This is an optimization exercise on Yosys and OpenROAD, whose aim is small area and a short achievable clock period, not a production implementation.
RTL that was checked went through simulation tests only; none was proved equivalent to the original.

Setup of cedar:
## work_zyq
module work_zyq(CLK,rst,keystat,dataout);
	input CLK;
	input rst;
	input [4:0]keystat;
	output [31:0]dataout;
	reg [31:0]dataout;
	reg [14:0]first;       
	reg [2:0]preop;        
	reg [4:0]prestat;      
	wire [14:0] second;
	zq_v4 uv(.d(dataout[15:0]), .v(second));
	wire subm = preop[0];
	wire [14:0] u;
	wire uco;              
	zq_rca #(15) uas(.a(first), .b(second ^ {15{subm}}), .ci(subm), .s(u), .co(uco));
	wire gt = uco & |u;
	wire [14:0] mag;       
	zq_cneg #(15) uneg(.x(u), .n(subm & ~uco), .y(mag));
	wire [15:0] sum = {uco, mag};
	wire [28:0] prod;
	zq_mul15 umul(.a(first), .b(second), .p(prod));
	wire [14:0] quo;
	zq_div15 udiv(.n(first), .d(second), .q(quo));
	wire is_add = preop == 3'b110;
	wire is_sub = preop == 3'b111;
	wire is_mul = preop == 3'b100;
	wire is_div = preop == 3'b101;
	wire is_none = ~preop[2];
	wire [28:0] ans = ({29{is_add}} & {13'd0, uco, 15'd0}) |
	                  ({29{is_add | is_sub}} & {14'd0, mag}) |
	                  ({29{is_mul}} & prod) |
	                  ({29{is_div}} & {14'd0, quo}) |
	                  29'd0;    
	wire [31:0] bcd;
	zq_bcd29 ubcd(.b(ans), .d(bcd));
	wire neg = is_sub & ~gt;
	wire [4:0] nz;         
  ...
Size in the first run: ~2600 cells after synthesis, roughly 55 flip-flops.
==> module work_zyq, before the edit <==
module work_zyq(CLK,rst,keystat,dataout);
	input CLK;
	input rst;
	input [4:0]keystat;
	output [31:0]dataout;
	reg [31:0]dataout;
	reg [14:0]first;       
	reg [2:0]preop;        
	reg [4:0]prestat;      
	wire [14:0] second;
	zq_v4 uv(.d(dataout[15:0]), .v(second));
	wire subm = preop[0];
	wire [14:0] u;
	wire uco;              
	zq_rca #(15) uas(.a(first), .b(second ^ {15{subm}}), .ci(subm), .s(u), .co(uco));
	wire gt = uco & |u;
	wire [14:0] mag;       
	zq_cneg #(15) uneg(.x(u), .n(subm & ~uco), .y(mag));
	wire [15:0] sum = {uco, mag};
	wire [28:0] prod;
	zq_mul15 umul(.a(first), .b(second), .p(prod));
	wire [14:0] quo;
	zq_div15 udiv(.n(first), .d(second), .q(quo));
	wire is_add = preop == 3'b110;
	wire is_sub = preop == 3'b111;
	wire is_mul = preop == 3'b100;
	wire is_div = preop == 3'b101;
	wire is_none = ~preop[2];
	wire [28:0] ans = ({29{is_add}} & {13'd0, uco, 15'd0}) |
	                  ({29{is_add | is_sub}} & {14'd0, mag}) |
	                  ({29{is_mul}} & prod) |
	                  ({29{is_div}} & {14'd0, quo}) |
	                  29'd0;    
	wire [31:0] bcd;
	zq_bcd29 ubcd(.b(ans), .d(bcd));
	wire neg = is_sub & ~gt;
	wire [4:0] nz;         
	assign nz[0] = |bcd[3:0];
	assign nz[1] = |bcd[7:4];
	assign nz[2] = |bcd[11:8];
	assign nz[3] = |bcd[15:12];
	assign nz[4] = |bcd[19:16];
	wire [5:1] sgn;
	assign sgn[1] = neg & ~|nz[4:1];
	assign sgn[2] = neg & nz[1] & ~|nz[4:2];
	assign sgn[3] = neg & nz[2] & ~|nz[4:3];
	assign sgn[4] = neg & nz[3] & ~nz[4];
	assign sgn[5] = neg & nz[4];
	wire dz = is_div & ~|second;
	wire [31:0] res = dz ? 32'h00000EDD :
		bcd | {8'd0, {4{sgn[5]}}, {4{sgn[4]}}, {4{sgn[3]}}, {4{sgn[2]}}, {4{sgn[1]}}, 4'd0};
	wire d_keep, d_shift, d_res, f_load, f_keep;
	wire [4:0] k_nx;
	zq_ctl uctl(.rst(rst), .keystat(keystat), .prestat(prestat),
		.d_keep(d_keep), .d_shift(d_shift), .d_res(d_res), .f_load(f_load), .f_keep(f_keep), .k_nx(k_nx));
	always @(posedge CLK) begin
		dataout <= ({32{d_keep}} & dataout) | ({32{d_shift}} & {dataout[27:0], keystat[3:0]}) |
		           ({32{d_res}} & res);
		first <= ({15{f_keep}} & first) | ({15{f_load}} & second);
		preop <= ({3{f_keep}} & preop) | ({3{f_load}} & {1'b1, keystat[1:0]});
		prestat <= k_nx;
	end
endmodule
==> module zq_ctl, before the edit <==
module zq_ctl(rst, keystat, prestat, d_keep, d_shift, d_res, f_load, f_keep, k_nx);
	input rst;
	input [4:0] keystat, prestat;
	output d_keep, d_shift, d_res, f_load, f_keep;
	output [4:0] k_nx;
	wire kedge = keystat != prestat;
	wire k_num = ~keystat[4];                         
	wire k_dig = k_num & ~(keystat[3] & (keystat[2] | keystat[1]));
	wire k_op  = k_num & keystat[3] & (keystat[2] ^ keystat[1]);
	wire k_eq  = keystat == 5'h0F;
	wire run = ~rst & kedge;
	assign d_keep  = ~rst & ~(kedge & k_num);
	assign d_shift = run & k_dig;
	assign d_res   = run & k_eq;
	assign f_load  = run & k_op;
	assign f_keep  = ~rst & ~f_load;
	assign k_nx = rst ? 5'h10 : keystat;
endmodule
clock: 220.0 ns
lec_check: 0
cap_margin: 20
core_margin: 2
core_utilization: 40
slew_margin: 20
standard.sh (not shown) runs the stock make flow with config.mk's settings and CLKGATE_MAP_FILE= SYNTH_SCRIPT=/design/flow/synth_recipe.tcl, a recipe that flattens the netlist after the stock synthesis.
==> flow/flow/run.sh <==
#!/bin/bash
# Own layout flow: the standard synthesis and layout, except that
#  - Yosys skips the quick ABC pass inside synth (-noabc), extracts full/half adder
#    cells only in the modules listed in flow/fa_modules.txt (kept apart until mapping,
#    then flattened like the rest), and maps the logic with the area-oriented ABC script
#    in flow/abc.script (no gate upsizing); the next-state module zq_ctl is mapped with
#    ORFS's speed script;
#  - port buffers are buf_2 cells;
#  - the resizer's repair_timing aims at the slack in flow/margin.txt (the SDC's clock is
#    unchanged).
# Each tool's full output goes to a log file in the work folder.
set -euo pipefail
WORK=$(pwd)
FL=$WORK/flow
MARGIN=$(cat "$FL/margin.txt")
FAMODS=$(cat "$FL/fa_modules.txt")

sed -e "s#^source \$::env(SCRIPTS_DIR)/synth_preamble.tcl#source \$::env(SCRIPTS_DIR)/synth_preamble.tcl\nset abc_fast \$abc_args\nset abc_args [lreplace \$abc_args 1 1 $FL/abc.script]#" \
    -e "s#^  extract_fa {\*}\[dont_use_extract_fa_args\]\$#  extract_fa {*}[dont_use_extract_fa_args] $FAMODS#" \
    -e "s#^  log_cmd abc {\*}\$abc_args\$#  log_cmd abc {*}\$abc_fast zq_ctl\n  log_cmd abc {*}\$abc_args \$::env(DESIGN_NAME) $FAMODS#" \
  "$FLOW_HOME/scripts/synth.tcl" > "$WORK/own_synth.tcl"
grep -q "lreplace \$abc_args 1 1" "$WORK/own_synth.tcl"
grep -q "abc_fast zq_ctl" "$WORK/own_synth.tcl"
grep -q "extract_fa {\*}\[dont_use_extract_fa_args\] $FAMODS" "$WORK/own_synth.tcl"
sed "s#\$::env(SCRIPTS_DIR)/synth.tcl#$WORK/own_synth.tcl#" "$WORK/synth_recipe.tcl" > "$WORK/own_synth_recipe.tcl"
grep -q "own_synth.tcl" "$WORK/own_synth_recipe.tcl"
sed "s#SYNTH_SCRIPT=[^ ]*#SYNTH_SCRIPT=$WORK/own_synth_recipe.tcl#" "$WORK/standard.sh" > "$WORK/own_synth.sh"
grep -q "own_synth_recipe.tcl" "$WORK/own_synth.sh"

SYNTH_KEEP_MODULES="zq_ctl $FAMODS" SYNTH_ARGS=-noabc bash "$WORK/own_synth.sh" synth > "$WORK/synth.log" 2>&1
export BUFFER_PORTS_ARGS="-buffer_cell sky130_fd_sc_hd__buf_2"
export SETUP_SLACK_MARGIN=$MARGIN
bash "$WORK/standard.sh" > "$WORK/layout.log" 2>&1
test -f "$WORK/out/final.def"
==> flow/flow/abc.script <==
strash
dch
amap
topo
==> flow/flow/fa_modules.txt <==
zq_mul15
==> flow/flow/margin.txt <==
174.6
diff inputs: cedar => yarrow
--- a/flow/design.v
+++ b/flow/design.v
@@ -49,15 +49,17 @@
 	wire dz = is_div & ~|second;
 	wire [31:0] res = dz ? 32'h00000EDD :
 		bcd | {8'd0, {4{sgn[5]}}, {4{sgn[4]}}, {4{sgn[3]}}, {4{sgn[2]}}, {4{sgn[1]}}, 4'd0};
-	wire d_keep, d_shift, d_res, f_load, f_keep;
+	wire [31:0] d_nx;
+	wire [14:0] f_nx;
+	wire [2:0] p_nx;
 	wire [4:0] k_nx;
-	zq_ctl uctl(.rst(rst), .keystat(keystat), .prestat(prestat),
-		.d_keep(d_keep), .d_shift(d_shift), .d_res(d_res), .f_load(f_load), .f_keep(f_keep), .k_nx(k_nx));
+	zq_ctl uctl(.rst(rst), .keystat(keystat), .prestat(prestat), .dataout(dataout), .res(res),
+		.first(first), .second(second), .preop(preop),
+		.d_nx(d_nx), .f_nx(f_nx), .p_nx(p_nx), .k_nx(k_nx));
 	always @(posedge CLK) begin
-		dataout <= ({32{d_keep}} & dataout) | ({32{d_shift}} & {dataout[27:0], keystat[3:0]}) |
-		           ({32{d_res}} & res);
-		first <= ({15{f_keep}} & first) | ({15{f_load}} & second);
-		preop <= ({3{f_keep}} & preop) | ({3{f_load}} & {1'b1, keystat[1:0]});
+		dataout <= d_nx;
+		first <= f_nx;
+		preop <= p_nx;
 		prestat <= k_nx;
 	end
 endmodule
@@ -156,10 +158,15 @@
 	endfunction
 	assign d = conv(b);
 endmodule
-module zq_ctl(rst, keystat, prestat, d_keep, d_shift, d_res, f_load, f_keep, k_nx);
+module zq_ctl(rst, keystat, prestat, dataout, res, first, second, preop, d_nx, f_nx, p_nx, k_nx);
 	input rst;
 	input [4:0] keystat, prestat;
-	output d_keep, d_shift, d_res, f_load, f_keep;
+	input [31:0] dataout, res;
+	input [14:0] first, second;
+	input [2:0] preop;
+	output [31:0] d_nx;
+	output [14:0] f_nx;
+	output [2:0] p_nx;
 	output [4:0] k_nx;
 	wire kedge = keystat != prestat;
 	wire k_num = ~keystat[4];                         
@@ -167,11 +174,15 @@
 	wire k_op  = k_num & keystat[3] & (keystat[2] ^ keystat[1]);
 	wire k_eq  = keystat == 5'h0F;
 	wire run = ~rst & kedge;
-	assign d_keep  = ~rst & ~(kedge & k_num);
-	assign d_shift = run & k_dig;
-	assign d_res   = run & k_eq;
-	assign f_load  = run & k_op;
-	assign f_keep  = ~rst & ~f_load;
+	wire d_keep  = ~rst & ~(kedge & k_num);
+	wire d_shift = run & k_dig;
+	wire d_res   = run & k_eq;
+	wire f_load  = run & k_op;
+	wire f_keep  = ~rst & ~f_load;
+	assign d_nx = ({32{d_keep}} & dataout) | ({32{d_shift}} & {dataout[27:0], keystat[3:0]}) |
+	              ({32{d_res}} & res);
+	assign f_nx = ({15{f_keep}} & first) | ({15{f_load}} & second);
+	assign p_nx = ({3{f_keep}} & preop) | ({3{f_load}} & {1'b1, keystat[1:0]});
 	assign k_nx = rst ? 5'h10 : keystat;
 endmodule
 module zq_v4(d, v);
## What came out
yarrow vs cedar, first-pass GRT wire length went down by about 1%.
cedar -> yarrow: synthesized cell count increased slightly
As far as proportion of cell area occupied by registers is concerned, yarrow and cedar perform about the same.
Taking cedar as the reference, in yarrow overall via count from detail_route dropped 0.69%; clock tree cell share of total cell area essentially unchanged.
cedar → yarrow: core area picked up an extra 4.4%; relative area change from synthesis to final layout lost 2.4 points.
Relative to cedar, smallest hold slack decreased by 0.023 ns in yarrow.
Starting utilization of the core area was higher in cedar than in yarrow.
Of cedar and yarrow, the run reporting the higher routed wire length was cedar.
yarrow reports a lower total track usage than cedar does.
The RTL of yarrow was laid out without a check of its function.

* * *

## main
work_zyq, a different RTL version from the one above (not shown whole).
Size: roughly 2600 cells after synthesis, roughly 39 I/O pins, about 21000 um2 of cells after synthesis.
==> module work_zyq, before the edit <==
module work_zyq(CLK,rst,keystat,dataout);
	input CLK;
	input rst;
	input [4:0]keystat;
	output [31:0]dataout;
	reg [31:0]dataout;
	reg [14:0]first;       
	reg [2:0]preop;        
	reg [4:0]prestat;      
	wire [14:0] second;
	zq_v4 uv(.d(dataout[15:0]), .v(second));
	wire [14:0] t;
	wire tco;              
	zq_rca #(15) usub(.a(first), .b(~second), .ci(1'b1), .s(t), .co(tco));
	wire gt = tco & |t;
	wire [14:0] mag;       
	zq_cneg #(15) uneg(.x(t), .n(~tco), .y(mag));
	wire [15:0] sum;
	zq_rca #(15) uadd(.a(first), .b(second), .ci(1'b0), .s(sum[14:0]), .co(sum[15]));
	wire [28:0] prod;
	zq_mul15 umul(.a(first), .b(second), .p(prod));
	wire [14:0] quo;
	zq_div15 udiv(.n(first), .d(second), .q(quo));
	wire is_add = preop == 3'b110;
	wire is_sub = preop == 3'b111;
	wire is_mul = preop == 3'b100;
	wire is_div = preop == 3'b101;
	wire is_none = ~preop[2];
	wire [28:0] ans = ({29{is_add}} & {13'd0, sum}) |
	                  ({29{is_sub}} & {14'd0, mag}) |
	                  ({29{is_mul}} & prod) |
	                  ({29{is_div}} & {14'd0, quo}) |
	                  ({29{is_none}} & {14'd0, first});
	wire [31:0] bcd;
	zq_bcd29 ubcd(.b(ans), .d(bcd));
	wire neg = is_sub & ~gt;
	wire ge10    = mag >= 15'd10;
	wire ge100   = mag >= 15'd100;
	wire ge1000  = mag >= 15'd1000;
	wire ge10000 = mag >= 15'd10000;
	wire [5:1] sgn;
	assign sgn[1] = neg & ~ge10;
	assign sgn[2] = neg & ge10 & ~ge100;
	assign sgn[3] = neg & ge100 & ~ge1000;
	assign sgn[4] = neg & ge1000 & ~ge10000;
	assign sgn[5] = neg & ge10000;
	wire dz = is_div & ~|second;
	wire [31:0] res = dz ? 32'h00000EDD :
		bcd | {8'd0, {4{sgn[5]}}, {4{sgn[4]}}, {4{sgn[3]}}, {4{sgn[2]}}, {4{sgn[1]}}, 4'd0};
	wire kedge = keystat != prestat;
	wire k_num = ~keystat[4];                         
	wire k_dig = k_num & ~(keystat[3] & (keystat[2] | keystat[1]));
	wire k_op  = k_num & keystat[3] & (keystat[2] ^ keystat[1]);
	wire k_eq  = keystat == 5'h0F;
	wire run = ~rst & kedge;
	wire d_keep  = ~rst & ~(kedge & k_num);
	wire d_shift = run & k_dig;
	wire d_res   = run & k_eq;
	wire f_load  = run & k_op;
	wire f_keep  = ~rst & ~f_load;
	always @(posedge CLK) begin
		dataout <= ({32{d_keep}} & dataout) | ({32{d_shift}} & {dataout[27:0], keystat[3:0]}) |
		           ({32{d_res}} & res);
		first <= ({15{f_keep}} & first) | ({15{f_load}} & second);
		preop <= ({3{f_keep}} & preop) | ({3{f_load}} & {1'b1, keystat[1:0]});
		prestat <= rst ? 5'h10 : keystat;
	end
endmodule
clock: 220.0 ns
lec_check: 0
cap_margin: 20
core_margin: 2
core_utilization: 40
slew_margin: 20
==> flow/flow/run.sh <==
#!/bin/bash
# Own layout flow: the standard synthesis and layout, except that Yosys maps the
# logic with the area-oriented ABC script in flow/abc.script (no gate upsizing), then
# the standard layout (standard.sh) from floorplan to finish, with buf_2 port buffers.
# Each tool's full output goes to a log file in the work folder.
set -euo pipefail
WORK=$(pwd)
FL=$WORK/flow

# synthesis script: synth_recipe.tcl with ORFS's synth.tcl swapped for a copy whose
# ABC call uses flow/abc.script
sed "s#^source \$::env(SCRIPTS_DIR)/synth_preamble.tcl#source \$::env(SCRIPTS_DIR)/synth_preamble.tcl\nset abc_args [lreplace \$abc_args 1 1 $FL/abc.script]#" \
  "$FLOW_HOME/scripts/synth.tcl" > "$WORK/own_synth.tcl"
grep -q "lreplace \$abc_args 1 1" "$WORK/own_synth.tcl"
sed "s#\$::env(SCRIPTS_DIR)/synth.tcl#$WORK/own_synth.tcl#" "$WORK/synth_recipe.tcl" > "$WORK/own_synth_recipe.tcl"
grep -q "own_synth.tcl" "$WORK/own_synth_recipe.tcl"
sed "s#SYNTH_SCRIPT=[^ ]*#SYNTH_SCRIPT=$WORK/own_synth_recipe.tcl#" "$WORK/standard.sh" > "$WORK/own_synth.sh"
grep -q "own_synth_recipe.tcl" "$WORK/own_synth.sh"

bash "$WORK/own_synth.sh" synth > "$WORK/synth.log" 2>&1
export BUFFER_PORTS_ARGS="-buffer_cell sky130_fd_sc_hd__buf_2"
# repair timing toward a 46.0 ns period (the SDC's 220 ns clock is unchanged)
export SETUP_SLACK_MARGIN=174.0
bash "$WORK/standard.sh" > "$WORK/layout.log" 2>&1
test -f "$WORK/out/final.def"
Scripts as last shown in full above: flow/flow/abc.script
The inputs of the feature branch differ from those of main as listed below.
--- a/flow/design.v
+++ b/flow/design.v
@@ -9,14 +9,14 @@
 	reg [4:0]prestat;      
 	wire [14:0] second;
 	zq_v4 uv(.d(dataout[15:0]), .v(second));
-	wire [14:0] t;
-	wire tco;              
-	zq_rca #(15) usub(.a(first), .b(~second), .ci(1'b1), .s(t), .co(tco));
-	wire gt = tco & |t;
+	wire subm = preop[0];
+	wire [14:0] u;
+	wire uco;              
+	zq_rca #(15) uas(.a(first), .b(second ^ {15{subm}}), .ci(subm), .s(u), .co(uco));
+	wire gt = uco & |u;
 	wire [14:0] mag;       
-	zq_cneg #(15) uneg(.x(t), .n(~tco), .y(mag));
-	wire [15:0] sum;
-	zq_rca #(15) uadd(.a(first), .b(second), .ci(1'b0), .s(sum[14:0]), .co(sum[15]));
+	zq_cneg #(15) uneg(.x(u), .n(~uco), .y(mag));
+	wire [15:0] sum = {uco, u};
 	wire [28:0] prod;
 	zq_mul15 umul(.a(first), .b(second), .p(prod));
 	wire [14:0] quo;
Results
Final setup slack of the worst path: the feature branch < main
In the metrics for main and the feature branch, the one carrying the higher layout filler cell count is main.
When the feature branch is measured against main, its wire length of the first global-routing pass turns out 0.40% lower.
Re post-CTS setup buffer count: main was higher than the feature branch.
The final design instance area without fill number comes out higher for main vs the feature branch.
No run of this note included a check of the RTL's function; only the layout flow was run.

-- port drivers added, routing unchanged --
No port has a modelled driver above. Below, the same layouts with a new extraction and two added sets of constraints.
Step 1, drivers: a clkbuf_16 drives CLK and a buf_2 each remaining input, both assumed.
Step 2, shift: input delay + t, output delay - t, t = (earliest + latest rising clock arrival at the registers) / 2. This alone moves slack from input paths to output paths.
Three values: ideal ports, drivers, drivers and shift; two values: the first two.
run	t, ns	setup slack, ns	hold slack, ns	latest minus earliest clock arrival (ns)
cedar	0.340	174.640 / 174.657 / 174.317	0.488 / 0.488 / 0.488	0.007 / 0.008
yarrow	0.332	174.713 / 174.715 / 174.383	0.465 / 0.465 / 0.465	0.008 / 0.008
main	0.359	174.229 / 174.260 / 173.901	0.491 / 0.491 / 0.491	0.011 / 0.012
the feature branch	0.355	174.188 / 174.209 / 173.854	0.485 / 0.485 / 0.485	0.009 / 0.010
After both steps every run listed still meets setup and hold. For the feature branch, which loses most, drivers alone change the setup slack by +0.021 ns; drivers and shift together by -0.334 ns.
